Source: an optimization exercise on an open RTL-to-GDS flow (aim: small area). Production flows keep margins and buffers that such runs may drop. In this exercise RTL edits were held to simulation tests only and were not proved equivalent to the original. Power is estimated from default activity; no workload was simulated. The flow treats the clock pin as an ideal source, which a real chip does not have.

`design/flow/constraint.sdc`:
```
create_clock -name core_clock -period 10.0 [get_ports {axis_clk}]
set_input_delay 2.0000 -clock core_clock [delete_from_list [all_inputs] [get_ports {axis_clk}]]
set_output_delay 2.0000 -clock core_clock [all_outputs]
set_load 0.01 [all_outputs]
```
`design/flow/design.v`:
```
`timescale 1ns / 1ps
module LineBuffer
               #(parameter LINE_W = 64)  
               (input clk,
               input [7:0] input_data,
               input shift,
               output [7:0] tap1,           
               output [7:0] tap_r,          
               output [7:0] tap_c,          
               output [7:0] tap_l,          
               output [7:0] tap_w,          
               output [7:0] tap_t);         
localparam N = 2*LINE_W;
reg [8*N-1:0] chain;
always @(posedge clk)
  if (shift)
    chain <= {chain[8*N-9:0], input_data};
assign tap1  = chain[8*1-1 -: 8];
assign tap_r = chain[8*(LINE_W-1)-1 -: 8];
assign tap_c = chain[8*LINE_W-1 -: 8];
assign tap_l = chain[8*(LINE_W+1)-1 -: 8];
assign tap_w = chain[8*(N-1)-1 -: 8];
assign tap_t = chain[8*N-1 -: 8];
endmodule
`timescale 1ns / 1ps
module MulAcc
               (input [7:0] c,  
               input [7:0] l,   
               input [7:0] r,   
               input [7:0] t,   
               input [7:0] b,   
               output [7:0] pixel_odata);
wire w1 = l[0] ^ r[0];
wire w2 = l[0] & r[0];
wire w3 = l[1] ^ r[1] ^ t[1];
wire w4 = (l[1] & (r[1] | t[1])) | (r[1] & t[1]);
wire w5 = l[2] ^ r[2] ^ t[2];
wire w6 = (l[2] & (r[2] | t[2])) | (r[2] & t[2]);
wire w7 = l[3] ^ r[3] ^ t[3];
wire w8 = (l[3] & (r[3] | t[3])) | (r[3] & t[3]);
wire w9 = l[4] ^ r[4] ^ t[4];
wire w10 = (l[4] & (r[4] | t[4])) | (r[4] & t[4]);
wire w11 = l[5] ^ r[5] ^ t[5];
wire w12 = (l[5] & (r[5] | t[5])) | (r[5] & t[5]);
wire w13 = l[6] ^ r[6] ^ t[6];
wire w14 = (l[6] & (r[6] | t[6])) | (r[6] & t[6]);
wire w15 = l[7] ^ r[7] ^ t[7];
wire w16 = (l[7] & (r[7] | t[7])) | (r[7] & t[7]);
wire w17 = t[0] ^ b[0];
wire w18 = t[0] & b[0];
wire w19 = b[1] ^ w2 ^ w3;
wire w20 = (b[1] & (w2 | w3)) | (w2 & w3);
wire w21 = b[2] ^ w4 ^ w5;
wire w22 = (b[2] & (w4 | w5)) | (w4 & w5);
wire w23 = b[3] ^ w6 ^ w7;
wire w24 = (b[3] & (w6 | w7)) | (w6 & w7);
wire w25 = b[4] ^ w8 ^ w9;
wire w26 = (b[4] & (w8 | w9)) | (w8 & w9);
wire w27 = b[5] ^ w10 ^ w11;
wire w28 = (b[5] & (w10 | w11)) | (w10 & w11);
wire w29 = b[6] ^ w12 ^ w13;
wire w30 = (b[6] & (w12 | w13)) | (w12 & w13);
wire w31 = b[7] ^ w14 ^ w15;
wire w32 = (b[7] & (w14 | w15)) | (w14 & w15);
wire w33 = w1 ^ w17;
wire w34 = w1 & w17;
wire w35 = w18 ^ w19 ^ w34;
wire w36 = (w18 & (w19 | w34)) | (w19 & w34);
wire w37 = w20 ^ w21 ^ w36;
wire w38 = (w20 & (w21 | w36)) | (w21 & w36);
wire w39 = w22 ^ w23 ^ w38;
wire w40 = (w22 & (w23 | w38)) | (w23 & w38);
wire w41 = w24 ^ w25 ^ w40;
wire w42 = (w24 & (w25 | w40)) | (w25 & w40);
wire w43 = w26 ^ w27 ^ w42;
wire w44 = (w26 & (w27 | w42)) | (w27 & w42);
wire w45 = w28 ^ w29 ^ w44;
wire w46 = (w28 & (w29 | w44)) | (w29 & w44);
wire w47 = w30 ^ w31 ^ w46;
wire w48 = (w30 & (w31 | w46)) | (w31 & w46);
wire w49 = w16 ^ w32 ^ w48;
wire w50 = (w16 & (w32 | w48)) | (w32 & w48);
wire w51 = c[0] ^ c[2];
wire w52 = c[0] & c[2];
wire w53 = c[1] ^ c[3] ^ w52;
wire w54 = (c[1] & (c[3] | w52)) | (c[3] & w52);
wire w55 = c[2] ^ c[4] ^ w54;
wire w56 = (c[2] & (c[4] | w54)) | (c[4] & w54);
wire w57 = c[3] ^ c[5] ^ w56;
wire w58 = (c[3] & (c[5] | w56)) | (c[5] & w56);
wire w59 = c[4] ^ c[6] ^ w58;
wire w60 = (c[4] & (c[6] | w58)) | (c[6] & w58);
wire w61 = c[5] ^ c[7] ^ w60;
wire w62 = (c[5] & (c[7] | w60)) | (c[7] & w60);
wire w63 = c[6] ^ w62;
wire w64 = c[6] & w62;
wire w65 = c[7] ^ w64;
wire w66 = c[7] & w64;
wire w67 = w33 ^ ~c[0];
wire w68 = w33 & ~c[0];
wire w69 = w35 ^ ~c[1] ^ w68;
wire w70 = (w35 & (~c[1] | w68)) | (~c[1] & w68);
wire w71 = w37 ^ ~w51 ^ w70;
wire w72 = (w37 & (~w51 | w70)) | (~w51 & w70);
wire w73 = w39 ^ ~w53 ^ w72;
wire w74 = (w39 & (~w53 | w72)) | (~w53 & w72);
wire w75 = w41 ^ ~w55 ^ w74;
wire w76 = (w41 & (~w55 | w74)) | (~w55 & w74);
wire w77 = w43 ^ ~w57 ^ w76;
wire w78 = (w43 & (~w57 | w76)) | (~w57 & w76);
wire w79 = w45 ^ ~w59 ^ w78;
wire w80 = (w45 & (~w59 | w78)) | (~w59 & w78);
wire w81 = w47 ^ ~w61 ^ w80;
wire w82 = (w47 & (~w61 | w80)) | (~w61 & w80);
wire w83 = w49 ^ ~w63 ^ w82;
wire w84 = (w49 & (~w63 | w82)) | (~w63 & w82);
wire w85 = w50 ^ ~w65 ^ w84;
wire w86 = (w50 & (~w65 | w84)) | (~w65 & w84);
wire w87 = ~w66 ^ w86;
wire w88 = ~w66 & w86;
wire w89 = 1'b1 ^ w88;
wire w90 = 1'b1 & w88;
wire [7:0] u = {w81, w79, w77, w75, w73, w71, w69, w67};  
wire pos = w89;  
wire [7:0] ones;
assign ones[0] = 1'b1;
genvar i;
generate for (i = 1; i < 8; i = i + 1) begin : g_abs
  assign ones[i] = ones[i-1] & u[i-1];
end endgenerate
assign pixel_odata = u ^ ({8{pos}} | ones);
endmodule
`timescale 1ns / 1ps
module CntrLogic
                ( input clk,
                input reset,  
                input is_valid_input,
                output col_first,  
                output col_last,   
                output rows_ok     
);
reg [5:0] col;
reg [1:0] rows;
wire fb = col[5] ^ col[4] ^ (col[4:0] == 5'd0);
assign col_first = (col == 6'b000000);
assign col_last  = (col == 6'b100000);
assign rows_ok   = rows[1];
always @(posedge clk) begin
  if (reset) begin
    col <= 0;
    rows <= 0;
  end else if (is_valid_input) begin
    col <= {col[4:0], fb};
    if (col_last && !rows[1])
      rows <= rows + 1'b1;
  end
end
endmodule
`timescale 1ns / 1ps
module TopModule(
input axis_clk,
input axis_resetn,
input i_datavalid,
input [7:0] idata,
output s_axis_ready,
output o_datavalid,
output [7:0] odata,
input m_axis_ready,  
output intr
    );
localparam LINE_W = 64;
wire reset = !axis_resetn;
wire col_first, col_last, rows_ok;
wire [7:0] tap1, tap_r, tap_c, tap_l, tap_w, tap_t;
wire [7:0] result;
reg [7:0] odata_r;
reg       ovalid_r;
reg [7:0] last_px;   
reg       last_due;  
assign s_axis_ready = 1'b1;
assign o_datavalid = ovalid_r;
assign odata = odata_r;
assign intr = last_due;
CntrLogic ctrl (
  .clk(axis_clk), .reset(reset), .is_valid_input(i_datavalid),
  .col_first(col_first), .col_last(col_last), .rows_ok(rows_ok));
LineBuffer #(.LINE_W(LINE_W)) lines (
  .clk(axis_clk), .input_data(idata), .shift(i_datavalid),
  .tap1(tap1), .tap_r(tap_r), .tap_c(tap_c), .tap_l(tap_l),
  .tap_w(tap_w), .tap_t(tap_t));
MulAcc mac (
  .c(tap_c),
  .l(col_first ? tap1 : tap_l),
  .r(col_last ? tap_w : tap_r),
  .t(tap_t),
  .b(idata),
  .pixel_odata(result));
wire take = i_datavalid & rows_ok;
always @(posedge axis_clk) begin
  if (reset) begin
    ovalid_r <= 1'b0;
    last_due <= 1'b0;
  end else begin
    ovalid_r <= last_due | (take & !col_first);
    last_due <= take & col_last;
  end
end
always @(posedge axis_clk) begin
  if (take & col_first)
    last_px <= result;
  if (last_due)
    odata_r <= last_px;
  else
    odata_r <= result;
end
endmodule
```
`design/flow/config.mk`:
```
export PLATFORM = sky130hd
export DESIGN_NAME = TopModule
export DESIGN_NICKNAME = TopModule
export VERILOG_FILES = /design/flow/design.v
export SDC_FILE = /design/flow/constraint.sdc
export NUM_CORES = 4
export LEC_CHECK = 0
export CAP_MARGIN = 5
export CORE_MARGIN = 2
export CORE_UTILIZATION = 65
export PLACE_DENSITY = 0.8
export SLEW_MARGIN = 5
```
`design/flow/flow/run.sh`:
```
#!/bin/bash
# Standard ORFS layout with two changes: the clock tree uses clkbuf_16 only,
# with sink clusters of up to 34 flip-flops and no dummy loads, and the
# port buffers are buf_1.
set -euo pipefail
export CTS_ARGS="-sink_clustering_enable -repair_clock_nets -sink_clustering_size 34 -sink_clustering_max_diameter 100 -dont_use_dummy_load -buf_list sky130_fd_sc_hd__clkbuf_16"
export BUFFER_PORTS_ARGS="-buffer_cell sky130_fd_sc_hd__buf_1"
bash standard.sh > standard.log 2>&1
```
`design/flow/standard.sh`:
```
#!/bin/bash
# synth_recipe.tcl (not shown) runs the flow's synth.tcl, then flattens the netlist and writes it again
# the make line also repeats each setting of config.mk as NAME=value (left out here)
make -C /OpenROAD-flow-scripts/flow DESIGN_CONFIG=/design/flow/config.mk WORK_HOME=/design/flow/orfs CLKGATE_MAP_FILE= SYNTH_SCRIPT=/design/flow/synth_recipe.tcl "${@:-finish}"
```
==> parameters.txt, run 1 <==
Parameter                              Value

Logic synthesis
  Number of nets in the synthesized netlist    roughly 1,300
  Mean instance size in the synthesized netlist    27.0 um^2
  Post-synthesis cell count    about 1,200
  Proportion of synthesized chip area in sequential cells    95.2%
  Number of distinct library cells after synthesis    34
  Register bit count reported by yosys    1,050
  Post-Syn Area    32,900 um^2
  Count of warnings emitted by yosys    3

Clocking
  TritonCTS Sinks    1,050
  Count of instances resized after the clock tree is built    0
  Cts bufs inserted    36
  Cell chosen for the clock root    clkbuf_16
  Buffer count from post-CTS setup fixing    0
  Number of H-tree levels    2
  TritonCTS clock tree    done
  Deepest clock path buffer count    3
  Clock latency (worst-skew pair)    0.61 ns
  Clock-pin slew on the worst setup and hold paths    ~0.12 ns
  Hold_buf cts    0

Routing
  Met3 WL post-DR    1470 um
  Detailed-route DRC error count    0
  Wire length per cell after detailed routing    between 20 and 25 um
  Count of routing violations after the opening detailed-route iteration    1,070
  Top metal layer carrying routed signals    met4
  Wire length on met1    19,800 um
  Post-route antenna net violation count    0
  Ratio of routed vias to standard cells    5.44
  Total via count in the routed design    10,600
  Drt total wl    roughly 40,000 um
  Met2 wire len    18,100 um
  Number of optimization iterations in the first detailed-route pass    4

Timing
  Post-Route Setup TNS    0 ns
  Max-slew violation count    0
  Setup violation total in the final timing report    0
  Fin Clk Skew    0.0288 ns
  Achievable clock frequency    around 0.15 GHz
  Final period utilization    65.6%
  Measured slew at the worst slew-check pin    1.17 ns
  Total count of hold-check failures in the final report    0
  Fin crit period    roughly 6.6 ns
  Max transition margin    22.2%
  Worst setup slack after layout    3.44 ns
  Setup repair after global routing missed its margin    no

Global routing
  Initial antenna violation count    0
  Global-route wire length before repair    61,300 um
  Number of global-route vias before repair    about 10,000
  Aggregate global routing overflow    0
  Maximum number of pins on one net before global-route repair    227
  Total routing resource utilization after global routing    15.6%

Worst setup path
  Critical path fanouts, max    10
  Cell repeated most along the worst path    fa_1
  Critical Path AT    roughly 6.9 ns
  Cells traversed along the worst timing path    nor4_4 -> nand2_2 -> mux2i_1 -> fa_1 -> inv_1 -> fa_1 -> fa_1 -> fa_1 -> fa_1 -> fa_1 -> fa_1 -> fa_1 -> fa_1 -> inv_1 -> fa_1 -> a21oi_1 -> o21ai_2 -> o21a_1 -> nor2_1
  Slowest cell on the critical path    fa_1
  Highest cell delay on the worst timing path    between 0.5 and 0.6 ns
  Data required time of the critical path    10.36 ns
  Critical path class    reg2reg
  Critical path endpoint category    flip-flop
  Launching element type of the critical path    flip-flop
  Reg2Reg Setup Slack    3.44 ns

Min path
  Class of the most critical hold timing path    reg2reg

Power
  Leakage power    11.5 nW
  Worst-case vdd ir drop    207 uV
  Power per Cell Area    216 nW/um^2
  Total power    ~7.5 mW

Cells and area
  Core utilization of the finished layout    between 60 and 70%
  ANT cells    0
  Layout-stage area growth over the synthesis result    5.76%
  Share of post-route cells with drive strength above 1    5.07%
  Total number of nets in the final design    around 1,300
  Fill cell total of the finished layout    2,872
  Area taken by flip-flops and latches    31,400 um^2
  Footprint of the multi-input gates    1440 um^2

Placed design
  Post-DP HPWL    19,800 um
  Dpl ws    3.21 ns
  Global placement routability congestion    0.748
  Count of input and output buffers    20

Floorplanning
  Vertical die dimension    229 um
  Die Area    about 53,000 um^2
  Starting utilization of the core area    65.8%
  Row cnt    82
  Width of the chip    229 um
  Boundary Pins    23
  Area of the core region    about 50,000 um^2

Status
  Result of the run  no timing/DRC/antenna violations

Run
  Maxcap violations    0
## flip-flops by register name, indices dropped and copies added, names as in the netlist
signal,flops
ctrl.rows,2
last_px,8
ovalid_r,1
ctrl.col,6
lines.chain,1024
odata_r,8
last_due,1
## path summary, 6_finish.rpt
check / startpoint / end / cells after the start
hold reg to reg: lines.chain[1005] / lines.chain[1013] / 0
setup reg to reg: ctrl.col[0] / last_px[3] / 19
setup / recovery: ctrl.col[0] / last_px[3] / 19
hold / removal: lines.chain[1005] / lines.chain[1013] / 0
## cells in the final DEF, fill, tap and decap left out, types with 2 or more instances in the layout
cell and n:
and4_1 2, a21oi_1 4, o211ai_1 2, buf_1 19, clkbuf_16 36, o21a_1 5, o31ai_1 4, mux2_2 16
buf_12 3, inv_1 36, nand2_2 2, nor3_1 4, nor2b_1 6, fa_1 34, o21ai_0 3, xor2_1 3
edfxtp_1 1032, and2_1 2, dfxtp_1 18, buf_4 5, mux2i_1 7, nor2_1 7, and3_1 2, ha_1 9
nand2_1 9
## stage by stage
step	instance area, um^2	hold WS [ns]	instances
4_1_cts	34800	0.409	1953
6_report	34800	0.403	1953
2_1_floorplan	32900	0.400	1221
3_5_place_dp	33900	0.405	1917
5_1_grt	34800	0.425	1953
3_3_place_gp	33900	0.402	1917
## power breakdown
group / switching (mW) / internal, mW / total [mW]
clock: 1.11 / 0.658 / 1.76
combinational: 0.331 / 0.205 / 0.536
sequential: 0.0939 / 5.15 / 5.24
## cells in the mapped netlist (all sizes together)
cell	number	share of area (%)
edfxtp	1032	94
inv	36	0.41
fa	34	2.1
dfxtp	18	1.1
mux2	16	0.55
nand2	11	0.14
ha	9	0.34
mux2i	7	0.21
nor2	7	0.080
nor2b	6	0.11
o21a	5	0.11
a21oi	4	0.061
nor3	4	0.061
o21ai	4	0.072
o31ai	4	0.091
xor2	3	0.080
and2	2	0.038
and3	2	0.038
and4	2	0.053
buf	2	0.034
clkbuf	2	0.023
o211ai	2	0.046
a31oi	1	0.019
a41oi	1	0.027
conb	1	0.011
nand3	1	0.015
nand4b	1	0.027
nor4	1	0.065
o22ai	1	0.019
or3	1	0.019
xnor2	1	0.027
## final cells by class
| type | instances | area share [%] |
|---|---|---|
| sequential | 1050 | 90.0 |
| multi-input combinational | 131 | 4.14 |
| clock buffer | 36 | 2.59 |
| tap | 672 | 2.41 |
| timing repair buffer | 28 | 0.506 |
| inverter | 36 | 0.388 |
## critical path: cells and delay by family (launching register included)
| kind | cells | cell delay, ns |
|---|---|---|
| flops | 1 | 0.37 |
| buf+inv | 2 | 0.11 |
| simple gates | 3 | 0.87 |
| mux | 1 | 0.22 |
| fa+ha+maj | 10 | 4.05 |
| compound gates | 3 | 0.67 |
## cells by family after synthesis
kind of cell | synth area share, %
flops | 95.2
compound gates | 0.448
other cells | 0.0114
simple gates | 0.649
mux | 0.760
fa+ha+maj | 2.41
xor+xnor | 0.106
buf+inv | 0.467
## metal layers
| metal | vias to the layer above | track usage [%] |
|---|---|---|
| li1 | 4876 | - |
| met1 | 5551 | 25.3 |
| met2 | 160 | 22.7 |
| met3 | 42 | 2.40 |
| met4 | 0 | 4.65 |
| met5 | - | 0 |
==> run 2: changes to the inputs <==
--- a/design/flow/config.mk
+++ b/design/flow/config.mk
@@ -5,8 +5,8 @@
 export SDC_FILE = /design/flow/constraint.sdc
 export NUM_CORES = 4
 export LEC_CHECK = 0
-export CAP_MARGIN = 5
+export CAP_MARGIN = 20
 export CORE_MARGIN = 2
 export CORE_UTILIZATION = 65
 export PLACE_DENSITY = 0.8
-export SLEW_MARGIN = 5
+export SLEW_MARGIN = 20
==> run 2 against run 1 <==
Net effect: sequential power is essentially flat; global-route usage is the same; synthesized area is the same; largest power group unchanged; largest cell class unchanged; critical path depth is the same; non-clock buffer count grew 1.
==> parameters.txt, run 2 <==
Parameter                              Value

Worst setup path
  Path length in cells of the critical path    19 (unchanged)
  Reg2Reg Setup Slack    3.44 ns (about the same)
  Cells traversed along the worst timing path    nor4_4 -> nand2_2 -> mux2i_1 -> fa_1 -> inv_1 -> fa_1 -> fa_1 -> fa_1 -> fa_1 -> fa_1 -> fa_1 -> fa_1 -> fa_1 -> inv_1 -> fa_1 -> a21oi_1 -> o21ai_2 -> o21a_1 -> nor2_1 (unchanged)
  Endpoint of the worst register-to-register path    last_px[3] (unchanged)
  Critical path class    reg2reg (unchanged)
  Highest cell delay on the worst timing path    0.54 ns (about the same)
  Cell repeated most along the worst path    fa_1 (unchanged)
  Worst-case reg-to-reg path depth    19 (unchanged)
  Critical path fanouts, max    10 (unchanged)
  Critical path endpoint category    flip-flop (unchanged)
  Worst flop-to-flop path startpoint    ctrl.col[0] (unchanged)
  Combined buffer and inverter count along the critical path    2 (unchanged)
  Data required time of the critical path    10.36 ns (about the same)
  Slowest cell on the critical path    fa_1 (unchanged)
  Kind of cell with the highest combined delay on the critical path    adder cells (unchanged)
  Critical Path AT    6.92 ns (about the same)
  Launching element type of the critical path    flip-flop (unchanged)

Clocking
  TritonCTS clock tree    done (unchanged)
  Cell chosen for the clock root    clkbuf_16 (unchanged)
  TritonCTS Sinks    1,050 (unchanged)
  Hold_buf cts    0 (unchanged)
  Buffer count from post-CTS setup fixing    0 (unchanged)
  Count of instances resized after the clock tree is built    0 (unchanged)
  Clock-pin slew on the worst setup and hold paths    0.12 ns (about the same)
  Clock latency (worst-skew pair)    0.61 ns (about the same)
  Cts bufs inserted    36 (unchanged)
  Number of H-tree levels    2 (unchanged)
  Deepest clock path buffer count    3 (unchanged)

Cells and area
  Share of post-route cells with drive strength above 1    5.15% (was 5.07%)
  Flip-flop count of the largest register after layout    1,024 (unchanged)
  Most common cell after layout, fill and taps aside    edfxtp_1 (unchanged)
  Area taken by flip-flops and latches    31,400 um^2 (unchanged)
  Footprint of the multi-input gates    1440 um^2 (unchanged)
  Commonest non-fill, non-tap cells in the layout    1,032 x edfxtp_1, 36 x inv_1, 36 x clkbuf_16 (unchanged)
  Total number of nets in the final design    1,339 (was 1,338)
  Fin area    34,900 um^2 (was 34,800 um^2)
  Largest registers    lines.chain: 1024 flops, last_px: 8 flops, odata_r: 8 flops (unchanged)
  Layout-stage area growth over the synthesis result    5.88% (was 5.76%)
  ANT cells    0 (unchanged)
  Top reg by flops    lines.chain (unchanged)
  Fill cell total of the finished layout    2,868 (was 2,872)
  Post-Layout Cell Count    1,954 (was 1,953)

Timing
  Total count of hold-check failures in the final report    0 (unchanged)
  Max transition margin    31.5% (was 22.2%)
  Achievable clock frequency    0.152 GHz (about the same)
  Measured slew at the worst slew-check pin    1.03 ns (was 1.17 ns)
  Post-Route Setup TNS    0 ns (unchanged)
  Final period utilization    65.6% (about the same)
  Worst setup slack after layout    3.44 ns (about the same)
  Post-Route Hold Slack    0.414 ns (was 0.403 ns)
  Setup repair after global routing missed its margin    no (unchanged)
  Fin Clk Skew    0.0303 ns (was 0.0288 ns)
  Max-slew violation count    0 (unchanged)
  Fin crit period    6.56 ns (about the same)
  Setup violation total in the final timing report    0 (unchanged)

Run
  Maxcap violations    0 (unchanged)

Logic synthesis
  Post-Syn Area    32,900 um^2 (unchanged)
  Area share of the leading cell type in the synthesized netlist    94.1% (unchanged)
  Proportion of synthesized chip area in sequential cells    95.2% (unchanged)
  Cell accounting for the most synthesized area    edfxtp_1 (unchanged)
  Mean instance size in the synthesized netlist    27.0 um^2 (unchanged)
  Post-synthesis cell count    1,221 (unchanged)
  Top cells by count, synth    1,032 x edfxtp_1, 36 x inv_1, 34 x fa_1 (unchanged)
  Register bit count reported by yosys    1,050 (unchanged)
  Top cells by area, synth    edfxtp_1 94%, fa_1 2.1%, dfxtp_1 1.1% (unchanged)
  Cell with the most instances after synthesis    edfxtp_1 (unchanged)
  Number of nets in the synthesized netlist    1,276 (unchanged)
  Number of distinct library cells after synthesis    34 (unchanged)
  Count of warnings emitted by yosys    3 (unchanged)
  Async S/R FF share, synth    0% (unchanged)
  Post-synth top flop    edfxtp_1 (unchanged)
  Number of enable-type register cells in the synthesized netlist    1,032 (unchanged)

Placed design
  Count of input and output buffers    20 (unchanged)
  Placed Cells incl. Taps    1,917 (unchanged)
  Global placement routability congestion    0.748 (unchanged)
  Post-DP HPWL    19,800 um (unchanged)
  Dpl ws    3.21 ns (unchanged)
  Area after DPL    33,900 um^2 (unchanged)

Power
  Worst-case vdd ir drop    207 uV (about the same)
  Leakage power    11.5 nW (about the same)
  Power per Cell Area    216 nW/um^2 (about the same)

Global routing
  Aggregate global routing overflow    0 (unchanged)
  Maximum number of pins on one net before global-route repair    227 (unchanged)
  Global-route wire length before repair    61,300 um (unchanged)
  Initial antenna violation count    0 (unchanged)
  Total routing resource utilization after global routing    15.6% (unchanged)
  Number of global-route vias before repair    10,400 (unchanged)

Routing
  Ratio of routed vias to standard cells    5.46 (was 5.44)
  Count of routing violations after the opening detailed-route iteration    1,060 (was 1,070)
  Detailed-route DRC error count    0 (unchanged)
  Drt total wl    40,000 um (was 40,100 um)
  Total via count in the routed design    10,700 (was 10,600)
  Post-route antenna net violation count    0 (unchanged)
  Wire length per cell after detailed routing    20.5 um (about the same)
  Number of optimization iterations in the first detailed-route pass    5 (was 4)

Floorplanning
  Vertical die dimension    229 um (unchanged)
  Area of the core region    50,100 um^2 (unchanged)
  Die Area    52,500 um^2 (unchanged)
  Row cnt    82 (unchanged)
  Boundary Pins    23 (unchanged)
  Width of the chip    229 um (unchanged)
  Starting utilization of the core area    65.8% (unchanged)

Min path
  Capture endpoint of the worst hold path    lines.chain[116] (was lines.chain[1013])
  Class of the most critical hold timing path    reg2reg (unchanged)
  Hold Path Origin    lines.chain[108] (was lines.chain[1005])
  Hold path depth    0 (unchanged)

Status
  Result of the run  no timing/DRC/antenna violations (unchanged)
[run 2: cell counts after synthesis]
No cell type changed its count.
[run 2: logic make-up after synthesis]
logic type / synth area share (%)
adder cells (fa/ha/maj): 2.41
AO/OA/AOI/OAI: 0.448
XOR/XNOR: 0.106
flip-flops: 95.2
other: 0.0114
multiplexers: 0.760
AND/OR/NAND/NOR: 0.649
buffers and inverters: 0.467
[run 2: routing by layer]
layer  part of all wire [%]  wire [um]  GRT usage, %
met5                      0          0             0
met4                    1.8        717          4.65
met3                    4.0       1610          2.40
met2                     45      18200          22.7
met1                     49      19500          25.3
[run 2: layout make-up]
type                    instances  share of cell area, %
multi-input cells             131                   4.14
repair buffers                 29                  0.617
flip-flops and latches       1050                   89.9
clock buffers                  36                   2.58
inverters                      36                  0.387
well taps                     672                   2.41
[run 2: per-stage QoR]
step / utilization [%] / power [mW]
floorplan: - / 5.63
global placement: 67.8 / 5.84
detailed placement: 67.8 / 5.87
CTS: 69.6 / 7.63
global route: 69.7 / 7.84
finish: 69.7 / 7.54
[run 2: report_power, final]
group	switching (mW)	leakage, nW	internal [mW]
logic	0.331	0.832	0.206
clock network	1.10	0.444	0.658
registers	0.0943	10.2	5.15
total	1.53	11.5	6.01
[run 2: worst max-delay path by stage]
| stage | end | from | slack [ns] |
|---|---|---|---|
| finish | last_px[3] | ctrl.col[0] | 3.44 |
| global placement | last_px[7] | idata[1] | 3.29 |
| floorplan | last_px[7] | idata[1] | 3.59 |
| CTS | odata_r[7] | ctrl.col[0] | 3.42 |
| detailed placement | last_px[7] | idata[1] | 3.21 |
| global route | last_px[3] | ctrl.col[0] | 3.12 |
==> run 3: changes to the inputs <==
==> design/flow/flow/run.sh (replaced) <==
#!/bin/bash
# Standard ORFS layout with two changes: the clock tree uses clkbuf_16 only,
# with sink clusters of up to 34 flip-flops and no dummy loads, and the
# port buffers are buf_1.
set -euo pipefail
export CTS_ARGS="-sink_clustering_enable -repair_clock_nets -sink_clustering_size 35 -sink_clustering_max_diameter 100 -dont_use_dummy_load -buf_list sky130_fd_sc_hd__clkbuf_16"
export BUFFER_PORTS_ARGS="-buffer_cell sky130_fd_sc_hd__buf_1"
bash standard.sh > standard.log 2>&1
--- a/design/flow/config.mk
+++ b/design/flow/config.mk
@@ -5,8 +5,8 @@
 export SDC_FILE = /design/flow/constraint.sdc
 export NUM_CORES = 4
 export LEC_CHECK = 0
-export CAP_MARGIN = 20
+export CAP_MARGIN = 5
 export CORE_MARGIN = 2
 export CORE_UTILIZATION = 65
 export PLACE_DENSITY = 0.8
-export SLEW_MARGIN = 20
+export SLEW_MARGIN = 5
==> run 3 against run 2 <==
Net effect: still clean; synthesized area is the same; worst hold slack gained 0.0041 ns; sequential share of layout area grew 0.16 points; clock skew grew 0.0016 ns; combinational power is essentially flat; first-iteration DRC count grew 10%; final cell count shrank 0.10%; global-route usage shrank 0.23 points; count of clock-buffer cells in the layout shrank 1; critical path depth is the same; register-to-register slack gained 0.02 ns; power shrank 0.30%; critical endpoint is now odata_r[3]; largest power group unchanged.
==> parameters.txt, run 3 <==
Parameter                              Value

Status
  Result of the run  no timing/DRC/antenna violations (unchanged)

Global routing
  Global route hottest layer    met1 (unchanged)
  Aggregate global routing overflow    0 (unchanged)
  Global-route wire length before repair    60,700 um (was 61,300 um)
  Global-route track usage on met1    24.7% (was 25.3%)
  Number of global-route vias before repair    10,400 (about the same)
  Initial antenna violation count    1 (was 0)
  Maximum number of pins on one net before global-route repair    227 (unchanged)
  Total routing resource utilization after global routing    15.4% (was 15.6%)
  Met3 global-route usage    2.10% (was 2.40%)
  Met2 usage in global routing    22.8% (was 22.7%)

Timing
  Fin Clk Skew    0.0319 ns (was 0.0303 ns)
  Achievable clock frequency    0.153 GHz (was 0.152 GHz)
  Max-slew violation count    0 (unchanged)
  Post-Route Setup TNS    0 ns (unchanged)
  Setup violation total in the final timing report    0 (unchanged)
  Setup repair after global routing missed its margin    no (unchanged)
  Max transition margin    22.5% (was 31.5%)
  Final period utilization    65.4% (was 65.6%)
  Total count of hold-check failures in the final report    0 (unchanged)
  Fin crit period    6.54 ns (was 6.56 ns)
  Measured slew at the worst slew-check pin    1.16 ns (was 1.03 ns)

Clocking
  Cts bufs inserted    35 (was 36)
  Deepest clock path buffer count    3 (unchanged)
  Cell chosen for the clock root    clkbuf_16 (unchanged)
  TritonCTS clock tree    done (unchanged)
  Count of instances resized after the clock tree is built    0 (unchanged)
  Hold_buf cts    0 (unchanged)
  Number of H-tree levels    2 (unchanged)
  Buffer count from post-CTS setup fixing    0 (unchanged)
  Clock-pin slew on the worst setup and hold paths    0.12 ns (about the same)
  Clock latency (worst-skew pair)    0.60 ns (was 0.61 ns)
  TritonCTS Sinks    1,050 (unchanged)

Logic synthesis
  Number of distinct library cells after synthesis    34 (unchanged)
  Share of synthesized cell area in and, or, nand and nor gates    0.649% (unchanged)
  Number of nets in the synthesized netlist    1,276 (unchanged)
  Count of warnings emitted by yosys    3 (unchanged)
  Mean instance size in the synthesized netlist    27.0 um^2 (unchanged)
  Post-synth top flop    edfxtp_1 (unchanged)
  Post-synthesis cell count    1,221 (unchanged)
  Post-Syn Area    32,900 um^2 (unchanged)
  Cell accounting for the most synthesized area    edfxtp_1 (unchanged)
  Complex-gate fraction of the synthesized area    0.448% (unchanged)
  Top cells by area, synth    edfxtp_1 94%, fa_1 2.1%, dfxtp_1 1.1% (unchanged)
  Cell with the most instances after synthesis    edfxtp_1 (unchanged)
  Proportion of synthesized chip area in sequential cells    95.2% (unchanged)
  Post-Synth XOR/XNOR Area    0.106% (unchanged)
  Async S/R FF share, synth    0% (unchanged)
  Register bit count reported by yosys    1,050 (unchanged)
  Area share of the leading cell type in the synthesized netlist    94.1% (unchanged)
  Largest family of logic cells by synthesized area    adder cells (unchanged)
  Adder and majority cell fraction of the synthesized area    2.41% (unchanged)
  Number of enable-type register cells in the synthesized netlist    1,032 (unchanged)
  Top cells by count, synth    1,032 x edfxtp_1, 36 x inv_1, 34 x fa_1 (unchanged)
  Proportion of synthesized area in mux cells    0.760% (unchanged)

Placed design
  Placed Cells incl. Taps    1,917 (unchanged)
  Count of input and output buffers    20 (unchanged)
  Global placement routability congestion    0.748 (unchanged)
  Post-DP HPWL    19,800 um (unchanged)

Min path
  Class of the most critical hold timing path    reg2reg (unchanged)

Routing
  Wire length per cell after detailed routing    20.3 um (was 20.5 um)
  Total via count in the routed design    10,700 (about the same)
  Count of routing violations after the opening detailed-route iteration    1,169 (was 1,060)
  Detailed-route DRC error count    0 (unchanged)
  Number of optimization iterations in the first detailed-route pass    5 (unchanged)
  Drt total wl    39,600 um (was 40,000 um)
  Post-route antenna net violation count    0 (unchanged)
  Ratio of routed vias to standard cells    5.47 (was 5.46)

Cells and area
  Commonest non-fill, non-tap cells in the layout    1,032 x edfxtp_1, 36 x inv_1, 35 x clkbuf_16 (was 1,032 x edfxtp_1, 36 x inv_1, 36 x clkbuf_16)
  Share of post-route cells with drive strength above 1    5.00% (was 5.15%)
  Total number of nets in the final design    1,337 (was 1,339)
  Layout-stage area growth over the synthesis result    5.69% (was 5.88%)
  ANT cells    0 (unchanged)
  Flip-flop count of the largest register after layout    1,024 (unchanged)
  Largest registers    lines.chain: 1024 flops, last_px: 8 flops, odata_r: 8 flops (unchanged)
  Post-Layout Cell Count    1,952 (was 1,954)
  Top reg by flops    lines.chain (unchanged)
  Most common cell after layout, fill and taps aside    edfxtp_1 (unchanged)

Worst setup path
  Critical path class    reg2reg (unchanged)
  Launching element type of the critical path    flip-flop (unchanged)
  Slowest cell on the critical path    fa_1 (unchanged)
  Cells traversed along the worst timing path    nor4_4 -> nand2_2 -> mux2i_1 -> fa_1 -> inv_1 -> fa_1 -> fa_1 -> fa_1 -> fa_1 -> fa_1 -> fa_1 -> fa_1 -> fa_1 -> inv_1 -> fa_1 -> a21oi_1 -> o21ai_2 -> nor3_1 -> o31ai_1 (was nor4_4 -> nand2_2 -> mux2i_1 -> fa_1 -> inv_1 -> fa_1 -> fa_1 -> fa_1 -> fa_1 -> fa_1 -> fa_1 -> fa_1 -> fa_1 -> inv_1 -> fa_1 -> a21oi_1 -> o21ai_2 -> o21a_1 -> nor2_1)
  Cell repeated most along the worst path    fa_1 (unchanged)
  Critical path endpoint category    flip-flop (unchanged)
  Critical Path AT    7.01 ns (was 6.92 ns)
  Data required time of the critical path    10.47 ns (was 10.36 ns)
  Critical path fanouts, max    10 (unchanged)
  Highest cell delay on the worst timing path    0.54 ns (about the same)

Floorplanning
  Boundary Pins    23 (unchanged)
  Die Area    52,500 um^2 (unchanged)
  Vertical die dimension    229 um (unchanged)
  Row cnt    82 (unchanged)
  Width of the chip    229 um (unchanged)
  Starting utilization of the core area    65.8% (unchanged)
  Area of the core region    50,100 um^2 (unchanged)

Power
  Power per Cell Area    216 nW/um^2 (about the same)
  Leakage power    11.5 nW (about the same)
  Total power    7.51 mW (was 7.54 mW)
  Worst-case vdd ir drop    190 uV (was 207 uV)

Run
  Maxcap violations    0 (unchanged)
## run 3: cell counts after synthesis
Identical to the previous run, type by type.
## run 3: cell families (layout without fill, tap and decap cells)
group,count (synthesis),count (layout)
mux,23,23
flops,1050,1050
buf+inv,40,99
simple gates,38,38
other cells,1,1
xor+xnor,4,4
fa+ha+maj,43,43
compound gates,22,22
## run 3: stage by stage
step                      worst slack, ns  area [um^2]  hold WS, ns  utilization [%]
after floorplan                      3.59        32900        0.400                -
after global routing                 3.06        34800        0.422             69.5
after CTS                            3.40        34800        0.405             69.5
after global placement               3.29        33900        0.402             67.8
after detailed placement             3.21        33900        0.405             67.8
final                                3.46        34800        0.418             69.5
## run 3: worst paths after layout
| check | start | end | slack [ns] | depth (start not counted) |
|---|---|---|---|---|
| worst max-delay path | ctrl.col[0] | odata_r[3] | 3.46 | 19 |
| worst min-delay path | lines.chain[494] | lines.chain[502] | 0.42 | 0 |
| worst max register to register | ctrl.col[0] | odata_r[3] | 3.46 | 19 |
| worst min register to register | lines.chain[494] | lines.chain[502] | 0.42 | 0 |
## run 3: final cells by class
cell class	count	area, um^2
tap	672	841
fill	2870	15200
inverter	36	135
timing repair buffer	28	176
clock buffer	35	876
sequential	1050	31400
multi-input combinational	131	1440
## run 3: critical path, delay by kind of cell (launching register included)
kind / cells / cell delay (ns)
fa+ha+maj: 10 / 4.07
buf+inv: 2 / 0.12
mux: 1 / 0.21
simple gates: 3 / 0.91
flops: 1 / 0.37
compound gates: 3 / 0.75
## run 3: where the power goes
| group | internal, mW | switching, mW | total, mW |
|---|---|---|---|
| registers | 5.15 | 0.0943 | 5.24 |
| clock network | 0.641 | 1.09 | 1.74 |
| logic | 0.205 | 0.333 | 0.538 |
| total | 5.99 | 1.52 | 7.51 |
## run 3: routing by layer
metal,share of wire [%],vias to the layer above
met4,2.1,0
met2,46,179
met5,0,-
met1,49,5583
li1,-,4869
met3,3.5,46
==> run 4: changes to the inputs <==
==> design/flow/flow/run.sh (replaced) <==
#!/bin/bash
# Standard ORFS layout with two changes: the clock tree uses clkbuf_16 only,
# with sink clusters of up to 34 flip-flops and no dummy loads, and the
# port buffers are buf_1.
set -euo pipefail
export CTS_ARGS="-sink_clustering_enable -repair_clock_nets -sink_clustering_size 17 -sink_clustering_max_diameter 100 -dont_use_dummy_load -buf_list sky130_fd_sc_hd__clkbuf_8"
export BUFFER_PORTS_ARGS="-buffer_cell sky130_fd_sc_hd__buf_1"
bash standard.sh > standard.log 2>&1
==> run 4 against run 3 <==
Net effect: final area grew 0.29%; power rose by 0.29%; routed wire length fell by 1.9%; setup slack improved by 0.0017 ns; still clean; register-to-register slack about the same; sequential share of layout area is 0.26 points lower; synthesized area unchanged; largest cell class unchanged; sequential power is essentially flat.
==> parameters.txt, run 4 <==
Parameter                              Value

Clocking
  Cts bufs inserted    71 (was 35)
  TritonCTS Sinks    1,050 (unchanged)
  TritonCTS clock tree    done (unchanged)
  Hold_buf cts    0 (unchanged)
  Clock latency (worst-skew pair)    0.66 ns (was 0.60 ns)
  Buffer count from post-CTS setup fixing    0 (unchanged)
  Clock-pin slew on the worst setup and hold paths    0.10 ns (was 0.12 ns)
  Count of instances resized after the clock tree is built    0 (unchanged)
  Number of H-tree levels    3 (was 2)
  Cell chosen for the clock root    clkbuf_8 (was clkbuf_16)
  Deepest clock path buffer count    3 (unchanged)

Worst setup path
  Critical path class    reg2reg (unchanged)
  Critical path fanouts, max    10 (unchanged)
  Critical Path AT    6.92 ns (was 7.01 ns)
  Critical path endpoint category    flip-flop (unchanged)
  Launching element type of the critical path    flip-flop (unchanged)
  Data required time of the critical path    10.38 ns (was 10.47 ns)

Floorplanning
  Boundary Pins    23 (unchanged)
  Width of the chip    229 um (unchanged)
  Die Area    52,500 um^2 (unchanged)
  Area of the core region    50,100 um^2 (unchanged)
  Vertical die dimension    229 um (unchanged)
  Starting utilization of the core area    65.8% (unchanged)
  Row cnt    82 (unchanged)

Cells and area
  Most common cell after layout, fill and taps aside    edfxtp_1 (unchanged)
  Fin area    34,900 um^2 (was 34,800 um^2)
  Post-Layout Cell Count    1,988 (was 1,952)
  Share of post-route cells with drive strength above 1    7.60% (was 5.00%)
  Fill cell total of the finished layout    2,783 (was 2,870)
  Flip-flop count of the largest register after layout    1,024 (unchanged)
  Commonest non-fill, non-tap cells in the layout    1,032 x edfxtp_1, 71 x clkbuf_8, 36 x inv_1 (was 1,032 x edfxtp_1, 36 x inv_1, 35 x clkbuf_16)
  ANT cells    0 (unchanged)
  Layout-stage area growth over the synthesis result    6.00% (was 5.69%)
  Largest registers    lines.chain: 1024 flops, last_px: 8 flops, odata_r: 8 flops (unchanged)
  Top reg by flops    lines.chain (unchanged)
  Total number of nets in the final design    1,373 (was 1,337)

Global routing
  Global-route wire length before repair    60,200 um (was 60,700 um)
  Total routing resource utilization after global routing    15.2% (was 15.4%)
  Maximum number of pins on one net before global-route repair    227 (unchanged)
  Aggregate global routing overflow    0 (unchanged)
  Initial antenna violation count    0 (was 1)
  Number of global-route vias before repair    10,600 (was 10,400)

Power
  Power per Cell Area    216 nW/um^2 (about the same)
  Worst-case vdd ir drop    147 uV (was 190 uV)
  Leakage power    11.6 nW (was 11.5 nW)

Logic synthesis
  Number of enable-type register cells in the synthesized netlist    1,032 (unchanged)
  Post-synth top flop    edfxtp_1 (unchanged)
  Mean instance size in the synthesized netlist    27.0 um^2 (unchanged)
  Top cells by area, synth    edfxtp_1 94%, fa_1 2.1%, dfxtp_1 1.1% (unchanged)
  Async S/R FF share, synth    0% (unchanged)
  Number of distinct library cells after synthesis    34 (unchanged)
  Post-Syn Area    32,900 um^2 (unchanged)
  Top cells by count, synth    1,032 x edfxtp_1, 36 x inv_1, 34 x fa_1 (unchanged)
  Area share of the leading cell type in the synthesized netlist    94.1% (unchanged)
  Register bit count reported by yosys    1,050 (unchanged)
  Cell with the most instances after synthesis    edfxtp_1 (unchanged)
  Proportion of synthesized chip area in sequential cells    95.2% (unchanged)
  Number of nets in the synthesized netlist    1,276 (unchanged)
  Post-synthesis cell count    1,221 (unchanged)
  Cell accounting for the most synthesized area    edfxtp_1 (unchanged)
  Count of warnings emitted by yosys    3 (unchanged)

Timing
  Setup repair after global routing missed its margin    no (unchanged)
  Setup violation total in the final timing report    0 (unchanged)
  Post-Route Setup TNS    0 ns (unchanged)
  Total count of hold-check failures in the final report    0 (unchanged)
  Post-Route Hold Slack    0.402 ns (was 0.418 ns)
  Fin Clk Skew    0.0322 ns (was 0.0319 ns)
  Achievable clock frequency    0.153 GHz (about the same)
  Max transition margin    22.3% (was 22.5%)
  Fin crit period    6.54 ns (about the same)
  Max-slew violation count    0 (unchanged)
  Final period utilization    65.4% (about the same)
  Measured slew at the worst slew-check pin    1.17 ns (was 1.16 ns)

Run
  Maxcap violations    0 (unchanged)

Routing
  Drt total wl    38,800 um (was 39,600 um)
  Detailed-route DRC error count    0 (unchanged)
  Ratio of routed vias to standard cells    5.44 (was 5.47)
  Total via count in the routed design    10,800 (was 10,700)
  Post-route antenna net violation count    0 (unchanged)
  Wire length per cell after detailed routing    19.5 um (was 20.3 um)
  Count of routing violations after the opening detailed-route iteration    1,073 (was 1,169)
  Number of optimization iterations in the first detailed-route pass    4 (was 5)

Min path
  Class of the most critical hold timing path    reg2reg (unchanged)

Placed design
  Post-DP HPWL    19,800 um (unchanged)
  Count of input and output buffers    20 (unchanged)
  Placed Cells incl. Taps    1,917 (unchanged)
  Global placement routability congestion    0.748 (unchanged)
  Area after DPL    33,900 um^2 (unchanged)

Status
  Result of the run  no timing/DRC/antenna violations (unchanged)
[run 4: final cells by class]
class	count	area (um^2)	share of cell area, %
Inverter	36	135	0.387
Multi-Input combinational cell	131	1440	4.13
Clock buffer	71	977	2.80
Tap cell	672	841	2.41
Timing Repair Buffer	28	176	0.505
Sequential cell	1050	31400	89.8
[run 4: critical path, cell delays in order, from the launching register on]
cell and delay, ns:
dfxtp_1 0.36, nor4_4 0.47, nand2_2 0.32, mux2i_1 0.22, fa_1 0.54, inv_1 0.05
fa_1 0.45, fa_1 0.43, fa_1 0.39, fa_1 0.48, fa_1 0.44, fa_1 0.38
fa_1 0.39, fa_1 0.36, inv_1 0.07, fa_1 0.19, a21oi_1 0.11, o21ai_2 0.37
o21a_1 0.20, nor2_1 0.05
[run 4: cell families (layout without fill, tap and decap cells)]
group / count (synthesis) / count (layout) / share of synthesized area, %
AO/OA/AOI/OAI: 22 / 22 / 0.448
XOR/XNOR: 4 / 4 / 0.106
adder cells (fa/ha/maj): 43 / 43 / 2.41
buffers and inverters: 40 / 135 / 0.467
flip-flops: 1050 / 1050 / 95.2
multiplexers: 23 / 23 / 0.760
other: 1 / 1 / 0.0114
AND/OR/NAND/NOR: 38 / 38 / 0.649
[run 4: routing by layer]
layer  wire [um]  part of all wire [%]  vias to the layer above  global-route usage [%]
met1       19600                    50                     5612                    25.2
met4         763                   2.0                        0                    4.69
met3        1620                   4.2                       64                    3.40
li1            -                     -                     4940                       -
met5           0                     0                        -                       0
met2       16900                    43                      207                    20.6
[run 4: where the power goes]
| group | total [mW] | switching (mW) | internal [mW] | leakage, nW |
|---|---|---|---|---|
| logic | 0.534 | 0.329 | 0.204 | 0.816 |
| registers | 5.24 | 0.0914 | 5.15 | 10.2 |
| clock network | 1.76 | 1.12 | 0.641 | 0.510 |
| total | 7.54 | 1.54 | 5.99 | 11.6 |
[run 4: final timing paths]
check                           to              from  slack (ns)  cells past startpoint
hold reg to reg   lines.chain[751]  lines.chain[743]        0.40                      0
setup reg to reg        last_px[3]       ctrl.col[0]        3.46                     19
hold / removal    lines.chain[751]  lines.chain[743]        0.40                      0
setup / recovery        last_px[3]       ctrl.col[0]        3.46                     19
[run 4: through the flow]
step	setup slack, ns	utilization, %	total power, mW
2_1_floorplan	3.59	-	5.63
3_3_place_gp	3.29	67.8	5.84
4_1_cts	3.43	69.8	7.64
3_5_place_dp	3.21	67.8	5.87
6_report	3.46	69.8	7.54
5_1_grt	3.13	69.8	7.87
==> run 5: changes to the inputs <==
==> design/flow/flow/run.sh (replaced) <==
#!/bin/bash
# Standard ORFS layout with two changes: the clock tree uses clkbuf_16 only,
# with sink clusters of up to 34 flip-flops and no dummy loads, and the
# port buffers are buf_1.
set -euo pipefail
export CTS_ARGS="-sink_clustering_enable -repair_clock_nets -sink_clustering_size 20 -sink_clustering_max_diameter 100 -dont_use_dummy_load -buf_list sky130_fd_sc_hd__clkbuf_8"
export BUFFER_PORTS_ARGS="-buffer_cell sky130_fd_sc_hd__buf_1"
bash standard.sh > standard.log 2>&1
==> run 5 against run 4 <==
Net effect: global-route usage decreased by 0.26 points; synthesized cell count unchanged; first-iteration DRC count decreased by 3.5%; non-clock buffer count unchanged; maximum frequency increased by 0.19%; clock skew increased by 0.023 ns; flip-flop and latch count unchanged; power decreased by 1.9%; critical endpoint is now odata_r[7]; critical path type unchanged; largest power group unchanged; final area decreased by 0.51%; synthesized area unchanged.
==> parameters.txt, run 5 <==
Parameter                              Value

Logic synthesis
  Proportion of synthesized area in mux cells    0.760% (unchanged)
  Complex-gate fraction of the synthesized area    0.448% (unchanged)
  Mean instance size in the synthesized netlist    27.0 um^2 (unchanged)
  Number of distinct library cells after synthesis    34 (unchanged)
  Area share of the leading cell type in the synthesized netlist    94.1% (unchanged)
  Share of synthesized cell area in and, or, nand and nor gates    0.649% (unchanged)
  Count of warnings emitted by yosys    3 (unchanged)
  Async S/R FF share, synth    0% (unchanged)
  Number of enable-type register cells in the synthesized netlist    1,032 (unchanged)
  Post-synthesis cell count    1,221 (unchanged)
  Cell with the most instances after synthesis    edfxtp_1 (unchanged)
  Largest family of logic cells by synthesized area    adder cells (unchanged)
  Post-Syn Area    32,900 um^2 (unchanged)
  Top cells by area, synth    edfxtp_1 94%, fa_1 2.1%, dfxtp_1 1.1% (unchanged)
  Post-synth top flop    edfxtp_1 (unchanged)
  Register bit count reported by yosys    1,050 (unchanged)
  Proportion of synthesized chip area in sequential cells    95.2% (unchanged)
  Number of nets in the synthesized netlist    1,276 (unchanged)
  Top cells by count, synth    1,032 x edfxtp_1, 36 x inv_1, 34 x fa_1 (unchanged)
  Cell accounting for the most synthesized area    edfxtp_1 (unchanged)
  Post-Synth XOR/XNOR Area    0.106% (unchanged)
  Adder and majority cell fraction of the synthesized area    2.41% (unchanged)

Timing
  Final period utilization    65.2% (was 65.4%)
  Max transition margin    21.4% (was 22.3%)
  Measured slew at the worst slew-check pin    1.18 ns (was 1.17 ns)
  Achievable clock frequency    0.153 GHz (about the same)
  Total count of hold-check failures in the final report    0 (unchanged)
  Fin crit period    6.52 ns (was 6.54 ns)
  Max-slew violation count    0 (unchanged)
  Post-Route Setup TNS    0 ns (unchanged)
  Fin Clk Skew    0.0551 ns (was 0.0322 ns)
  Setup repair after global routing missed its margin    no (unchanged)
  Setup violation total in the final timing report    0 (unchanged)

Cells and area
  Commonest non-fill, non-tap cells in the layout    1,032 x edfxtp_1, 58 x clkbuf_8, 36 x inv_1 (was 1,032 x edfxtp_1, 71 x clkbuf_8, 36 x inv_1)
  Flip-flop count of the largest register after layout    1,024 (unchanged)
  Total number of nets in the final design    1,360 (was 1,373)
  Core utilization of the finished layout    69.4% (was 69.8%)
  ANT cells    0 (unchanged)
  Share of post-route cells with drive strength above 1    6.68% (was 7.60%)
  Largest registers    lines.chain: 1024 flops, last_px: 8 flops, odata_r: 8 flops (unchanged)
  Top reg by flops    lines.chain (unchanged)
  Layout-stage area growth over the synthesis result    5.45% (was 6.00%)
  Most common cell after layout, fill and taps aside    edfxtp_1 (unchanged)
  Fin area    34,700 um^2 (was 34,900 um^2)

Clocking
  Deepest clock path buffer count    3 (unchanged)
  Buffer count from post-CTS setup fixing    0 (unchanged)
  Cts bufs inserted    58 (was 71)
  Clock-pin slew on the worst setup and hold paths    0.11 ns (was 0.10 ns)
  Clock latency (worst-skew pair)    0.70 ns (was 0.66 ns)
  TritonCTS Sinks    1,050 (unchanged)
  Count of instances resized after the clock tree is built    0 (unchanged)
  Number of H-tree levels    2 (was 3)
  TritonCTS clock tree    done (unchanged)
  Hold_buf cts    0 (unchanged)
  Cell chosen for the clock root    clkbuf_8 (unchanged)

Placed design
  Count of input and output buffers    20 (unchanged)
  Area after DPL    33,900 um^2 (unchanged)
  Global placement routability congestion    0.748 (unchanged)
  Post-DP HPWL    19,800 um (unchanged)

Worst setup path
  Data required time of the critical path    10.59 ns (was 10.38 ns)
  Kind of cell with the highest combined delay on the critical path    adder cells (unchanged)
  Worst-case reg-to-reg path depth    21 (was 19)
  Launch point of the worst path    ctrl.col[0] (unchanged)
  Critical path endpoint category    flip-flop (unchanged)
  Critical Path AT    7.11 ns (was 6.92 ns)
  Critical path class    reg2reg (unchanged)
  Combined buffer and inverter count along the critical path    4 (was 2)
  Worst flop-to-flop path startpoint    ctrl.col[0] (unchanged)
  Highest cell delay on the worst timing path    0.54 ns (about the same)
  Slowest cell on the critical path    fa_1 (unchanged)
  Critical path fanouts, max    10 (unchanged)
  Endpoint of the worst register-to-register path    odata_r[7] (was last_px[3])
  Path length in cells of the critical path    21 (was 19)
  Launching element type of the critical path    flip-flop (unchanged)
  Setup crit end    odata_r[7] (was last_px[3])
  Cell repeated most along the worst path    fa_1 (unchanged)
  Cells traversed along the worst timing path    nor4_4 -> nand2_2 -> mux2i_1 -> fa_1 -> inv_1 -> fa_1 -> fa_1 -> fa_1 -> fa_1 -> fa_1 -> inv_1 -> fa_1 -> fa_1 -> inv_1 -> fa_1 -> inv_1 -> fa_1 -> a21oi_1 -> o21ai_2 -> or3_1 -> a31oi_1 (was nor4_4 -> nand2_2 -> mux2i_1 -> fa_1 -> inv_1 -> fa_1 -> fa_1 -> fa_1 -> fa_1 -> fa_1 -> fa_1 -> fa_1 -> fa_1 -> inv_1 -> fa_1 -> a21oi_1 -> o21ai_2 -> o21a_1 -> nor2_1)
  Reg2Reg Setup Slack    3.48 ns (was 3.46 ns)

Routing
  Post-route antenna net violation count    0 (unchanged)
  Ratio of routed vias to standard cells    5.42 (was 5.44)
  Drt total wl    38,700 um (was 38,800 um)
  Detailed-route DRC error count    0 (unchanged)
  Count of routing violations after the opening detailed-route iteration    1,035 (was 1,073)
  Wire length per cell after detailed routing    19.6 um (was 19.5 um)
  Number of optimization iterations in the first detailed-route pass    5 (was 4)
  Total via count in the routed design    10,700 (was 10,800)

Floorplanning
  Boundary Pins    23 (unchanged)
  Area of the core region    50,100 um^2 (unchanged)
  Vertical die dimension    229 um (unchanged)
  Row cnt    82 (unchanged)
  Width of the chip    229 um (unchanged)
  Die Area    52,500 um^2 (unchanged)
  Starting utilization of the core area    65.8% (unchanged)

Global routing
  Total routing resource utilization after global routing    14.9% (was 15.2%)
  Maximum number of pins on one net before global-route repair    227 (unchanged)
  Global-route wire length before repair    59,600 um (was 60,200 um)
  Number of global-route vias before repair    10,400 (was 10,600)
  Aggregate global routing overflow    0 (unchanged)
  Initial antenna violation count    0 (unchanged)

Power
  Power per Cell Area    213 nW/um^2 (was 216 nW/um^2)
  Worst-case vdd ir drop    140 uV (was 147 uV)
  Leakage power    11.5 nW (was 11.6 nW)

Status
  Result of the run  no timing/DRC/antenna violations (unchanged)

Run
  Maxcap violations    0 (unchanged)

Min path
  Class of the most critical hold timing path    reg2reg (unchanged)
run 5: cell counts after synthesis:
No cell type changed its count.
run 5: final cells by class:
type,instances,area [um^2]
sequential,1050,31400
fill,2824,15300
multi-input combinational,131,1440
tap,672,841
clock buffer,58,798
timing repair buffer,28,176
inverter,36,135
run 5: stage by stage:
stage	total power, mW	hold slack (ns)	instances	setup slack (ns)
5_1_grt	7.71	0.389	1975	3.11
3_5_place_dp	5.87	0.405	1917	3.21
3_3_place_gp	5.84	0.402	1917	3.29
4_1_cts	7.48	0.382	1975	3.42
6_report	7.40	0.385	1975	3.48
2_1_floorplan	5.63	0.400	1221	3.59
run 5: cells by family (layout without fill, tap and decap cells):
group | count (synthesis) | in the layout
XOR/XNOR | 4 | 4
multiplexers | 23 | 23
other | 1 | 1
AND/OR/NAND/NOR | 38 | 38
flip-flops | 1050 | 1050
buffers and inverters | 40 | 122
AO/OA/AOI/OAI | 22 | 22
adder cells (fa/ha/maj) | 43 | 43
run 5: routing by layer:
layer	vias to the layer above	wire length [um]	GRT usage, %
met3	51	1690	3.17
met1	5547	19700	25.1
li1	4913	-	-
met5	-	0	0
met4	0	675	3.73
met2	187	16600	20.5
run 5: how the worst min path moves through the flow:
stage,cells past startpoint,slack (ns),from,end
6_report,0,0.38,lines.chain[172],lines.chain[180]
5_1_grt,0,0.39,lines.chain[265],lines.chain[273]
3_5_place_dp,0,0.40,lines.chain[1005],lines.chain[1013]
2_1_floorplan,0,0.40,lines.chain[992],lines.chain[1000]
3_3_place_gp,0,0.40,lines.chain[740],lines.chain[748]
4_1_cts,0,0.38,lines.chain[172],lines.chain[180]
run 5: report_power, final:
part | leakage (nW) | internal [mW] | switching [mW]
Sequential | 10.2 | 5.15 | 0.0914
Clock | 0.417 | 0.522 | 1.10
Combinational | 0.816 | 0.205 | 0.332
==> run 6: changes to the inputs <==
==> design/flow/flow/run.sh (replaced) <==
#!/bin/bash
# Standard ORFS layout with two changes: the clock tree uses clkbuf_16 only,
# with sink clusters of up to 34 flip-flops and no dummy loads, and the
# port buffers are buf_1.
set -euo pipefail
export CTS_ARGS="-sink_clustering_enable -repair_clock_nets -sink_clustering_size 19 -sink_clustering_max_diameter 100 -dont_use_dummy_load -buf_list sky130_fd_sc_hd__clkbuf_8"
export BUFFER_PORTS_ARGS="-buffer_cell sky130_fd_sc_hd__buf_1"
bash standard.sh > standard.log 2>&1
==> run 6 against run 5 <==
Net effect: count of clock-buffer cells in the layout is 3 higher; combinational power about the same; routed wire length decreased by 0.50%; setup slack lost 0.019 ns; critical path depth decreased by 2; worst hold slack worse by 0.027 ns; critical path type unchanged; critical endpoint is now last_px[3].
==> parameters.txt, run 6 <==
Parameter                              Value

Status
  Result of the run  no timing/DRC/antenna violations (unchanged)

Routing
  Ratio of routed vias to standard cells    5.44 (was 5.42)
  Drt total wl    38,500 um (was 38,700 um)
  Number of optimization iterations in the first detailed-route pass    5 (unchanged)
  Post-route antenna net violation count    0 (unchanged)
  Count of routing violations after the opening detailed-route iteration    1,025 (was 1,035)
  Detailed-route DRC error count    0 (unchanged)
  Total via count in the routed design    10,800 (was 10,700)
  Wire length per cell after detailed routing    19.4 um (was 19.6 um)

Min path
  Class of the most critical hold timing path    reg2reg (unchanged)

Power
  Power per Cell Area    213 nW/um^2 (about the same)
  Total power    7.43 mW (was 7.40 mW)
  Leakage power    11.5 nW (about the same)
  Clock network fraction of design power    22.3% (was 21.9%)
  Register share of total power    70.5% (was 70.8%)
  Worst-case vdd ir drop    149 uV (was 140 uV)
  Reported net switching power    1.53 mW (was 1.52 mW)
  Internal power of the cells    5.90 mW (was 5.87 mW)
  Sw Ratio    20.6% (about the same)
  Combinational group share of total power    7.2% (was 7.3%)

Logic synthesis
  Number of distinct library cells after synthesis    34 (unchanged)
  Number of nets in the synthesized netlist    1,276 (unchanged)
  Post-Syn Area    32,900 um^2 (unchanged)
  Top cells by count, synth    1,032 x edfxtp_1, 36 x inv_1, 34 x fa_1 (unchanged)
  Cell accounting for the most synthesized area    edfxtp_1 (unchanged)
  Top cells by area, synth    edfxtp_1 94%, fa_1 2.1%, dfxtp_1 1.1% (unchanged)
  Mean instance size in the synthesized netlist    27.0 um^2 (unchanged)
  Count of warnings emitted by yosys    3 (unchanged)
  Area share of the leading cell type in the synthesized netlist    94.1% (unchanged)
  Cell with the most instances after synthesis    edfxtp_1 (unchanged)
  Proportion of synthesized chip area in sequential cells    95.2% (unchanged)
  Register bit count reported by yosys    1,050 (unchanged)
  Number of enable-type register cells in the synthesized netlist    1,032 (unchanged)
  Async S/R FF share, synth    0% (unchanged)
  Post-synthesis cell count    1,221 (unchanged)
  Post-synth top flop    edfxtp_1 (unchanged)

Timing
  Max-slew violation count    0 (unchanged)
  Setup repair after global routing missed its margin    no (unchanged)
  Achievable clock frequency    0.153 GHz (about the same)
  Post-Route Hold Slack    0.358 ns (was 0.385 ns)
  Fin crit period    6.54 ns (was 6.52 ns)
  Setup violation total in the final timing report    0 (unchanged)
  Total count of hold-check failures in the final report    0 (unchanged)
  Max transition margin    21.6% (was 21.4%)
  Fin Clk Skew    0.0508 ns (was 0.0551 ns)
  Post-Route Setup TNS    0 ns (unchanged)
  Measured slew at the worst slew-check pin    1.18 ns (about the same)
  Final period utilization    65.4% (was 65.2%)
  Worst setup slack after layout    3.46 ns (was 3.48 ns)

Global routing
  Aggregate global routing overflow    0 (unchanged)
  Maximum number of pins on one net before global-route repair    227 (unchanged)
  Number of global-route vias before repair    10,500 (was 10,400)
  Initial antenna violation count    0 (unchanged)
  Total routing resource utilization after global routing    15.0% (was 14.9%)
  Global-route wire length before repair    59,700 um (was 59,600 um)

Run
  Maxcap violations    0 (unchanged)

Floorplanning
  Boundary Pins    23 (unchanged)
  Die Area    52,500 um^2 (unchanged)
  Vertical die dimension    229 um (unchanged)
  Starting utilization of the core area    65.8% (unchanged)
  Row cnt    82 (unchanged)
  Width of the chip    229 um (unchanged)
  Area of the core region    50,100 um^2 (unchanged)

Clocking
  Count of instances resized after the clock tree is built    0 (unchanged)
  Cell chosen for the clock root    clkbuf_8 (unchanged)
  Clock-pin slew on the worst setup and hold paths    0.12 ns (was 0.11 ns)
  Deepest clock path buffer count    3 (unchanged)
  Cts bufs inserted    61 (was 58)
  TritonCTS clock tree    done (unchanged)
  Buffer count from post-CTS setup fixing    0 (unchanged)
  Number of H-tree levels    2 (unchanged)
  TritonCTS Sinks    1,050 (unchanged)
  Hold_buf cts    0 (unchanged)
  Clock latency (worst-skew pair)    0.68 ns (was 0.70 ns)

Cells and area
  Fill cell total of the finished layout    2,811 (was 2,824)
  Top reg by flops    lines.chain (unchanged)
  Flip-flop count of the largest register after layout    1,024 (unchanged)
  Largest registers    lines.chain: 1024 flops, last_px: 8 flops, odata_r: 8 flops (unchanged)
  Total number of nets in the final design    1,363 (was 1,360)
  Layout-stage area growth over the synthesis result    5.58% (was 5.45%)
  ANT cells    0 (unchanged)
  Most common cell after layout, fill and taps aside    edfxtp_1 (unchanged)
  Commonest non-fill, non-tap cells in the layout    1,032 x edfxtp_1, 61 x clkbuf_8, 36 x inv_1 (was 1,032 x edfxtp_1, 58 x clkbuf_8, 36 x inv_1)
  Share of post-route cells with drive strength above 1    6.89% (was 6.68%)
  Post-Layout Cell Count    1,978 (was 1,975)

Placed design
  Global placement routability congestion    0.748 (unchanged)
  Dpl ws    3.21 ns (unchanged)
  Post-DP HPWL    19,800 um (unchanged)
  Placed Cells incl. Taps    1,917 (unchanged)
  Count of input and output buffers    20 (unchanged)

Worst setup path
  Data required time of the critical path    10.43 ns (was 10.59 ns)
  Critical path endpoint category    flip-flop (unchanged)
  Critical Path AT    6.97 ns (was 7.11 ns)
  Critical path fanouts, max    10 (unchanged)
  Launching element type of the critical path    flip-flop (unchanged)
  Critical path class    reg2reg (unchanged)
[run 6: path summary, 6_finish.rpt]
kind                    startpoint          endpoint  slack [ns]  cells past startpoint
setup / recovery       ctrl.col[0]        last_px[3]        3.46                     19
hold / removal    lines.chain[244]  lines.chain[252]        0.36                      0
setup reg to reg       ctrl.col[0]        last_px[3]        3.46                     19
hold reg to reg   lines.chain[244]  lines.chain[252]        0.36                      0
[run 6: kinds of logic (layout without fill, tap and decap cells)]
logic type / after synthesis / count (layout) / share of synthesized area [%]
compound gates: 22 / 22 / 0.448
flops: 1050 / 1050 / 95.2
mux: 23 / 23 / 0.760
xor+xnor: 4 / 4 / 0.106
fa+ha+maj: 43 / 43 / 2.41
other cells: 1 / 1 / 0.0114
buf+inv: 40 / 125 / 0.467
simple gates: 38 / 38 / 0.649
[run 6: layer usage]
layer / share of wire [%] / global-route usage, %
met2: 43 / 20.6
met5: 0 / 0
met1: 51 / 25.0
met4: 1.8 / 3.96
met3: 3.9 / 3.19
[run 6: cell type report]
| class | count | area [um^2] | share of cell area, % |
|---|---|---|---|
| tap | 672 | 841 | 2.42 |
| sequential | 1050 | 31400 | 90.1 |
| multi-input combinational | 131 | 1440 | 4.15 |
| inverter | 36 | 135 | 0.388 |
| clock buffer | 61 | 840 | 2.41 |
| timing repair buffer | 28 | 176 | 0.507 |
[run 6: critical path: stages (launching register included)]
cell and delay (ns):
dfxtp_1 0.36, nor4_4 0.47, nand2_2 0.32, mux2i_1 0.22
fa_1 0.54, inv_1 0.04, fa_1 0.45, fa_1 0.43
fa_1 0.39, fa_1 0.48, fa_1 0.44, fa_1 0.38
fa_1 0.39, fa_1 0.36, inv_1 0.07, fa_1 0.19
a21oi_1 0.11, o21ai_2 0.36, o21a_1 0.20, nor2_1 0.05
[run 6: metrics by stage]
stage | util [%] | cell area [um^2]
2_1_floorplan | - | 32900
3_3_place_gp | 67.8 | 33900
3_5_place_dp | 67.8 | 33900
4_1_cts | 69.5 | 34800
5_1_grt | 69.5 | 34800
6_report | 69.5 | 34800
[run 6: power groups by stage]
stage | logic [mW] | clock network, mW | registers (mW)
after floorplan | 0.342 | 0 | 5.29
after global placement | 0.511 | 0 | 5.33
after detailed placement | 0.539 | 0 | 5.34
after CTS | 0.539 | 1.73 | 5.25
after global routing | 0.607 | 1.87 | 5.26
final | 0.535 | 1.65 | 5.24

## static timing again, ports no longer ideal
The results above use ideal ports. As a check the final layouts listed here were re-extracted and re-timed, cells and wires unchanged. Step 1, drivers: a clkbuf_16 drives axis_clk and a buf_2 each remaining input, both assumed. Step 2, shift: input delay + t, output delay - t, t = (earliest + latest rising clock arrival at the registers) / 2. This alone moves slack from input paths to output paths. a / b / c = ideal / step 1 / step 2; a / b = the first two.
| run | t (ns) | setup WS [ns] | worst data-port slew with drivers (ns) |
|---|---|---|---|
| run 1 | 0.646 | 3.440 / 3.440 / 3.236 | 0.08 |
| run 2 | 0.647 | 3.441 / 3.441 / 3.241 | 0.08 |
| run 3 | 0.633 | 3.463 / 3.463 / 3.217 | 0.08 |
| run 4 | 0.694 | 3.464 / 3.464 / 3.212 | 0.08 |
| run 5 | 0.726 | 3.477 / 3.477 / 3.202 | 0.08 |
| run 6 | 0.714 | 3.457 / 3.457 / 3.243 | 0.08 |
After both steps every run listed still meets setup and hold. For run 5, which loses most, drivers alone change the setup slack by 0.000 ns; drivers and shift together by -0.275 ns.
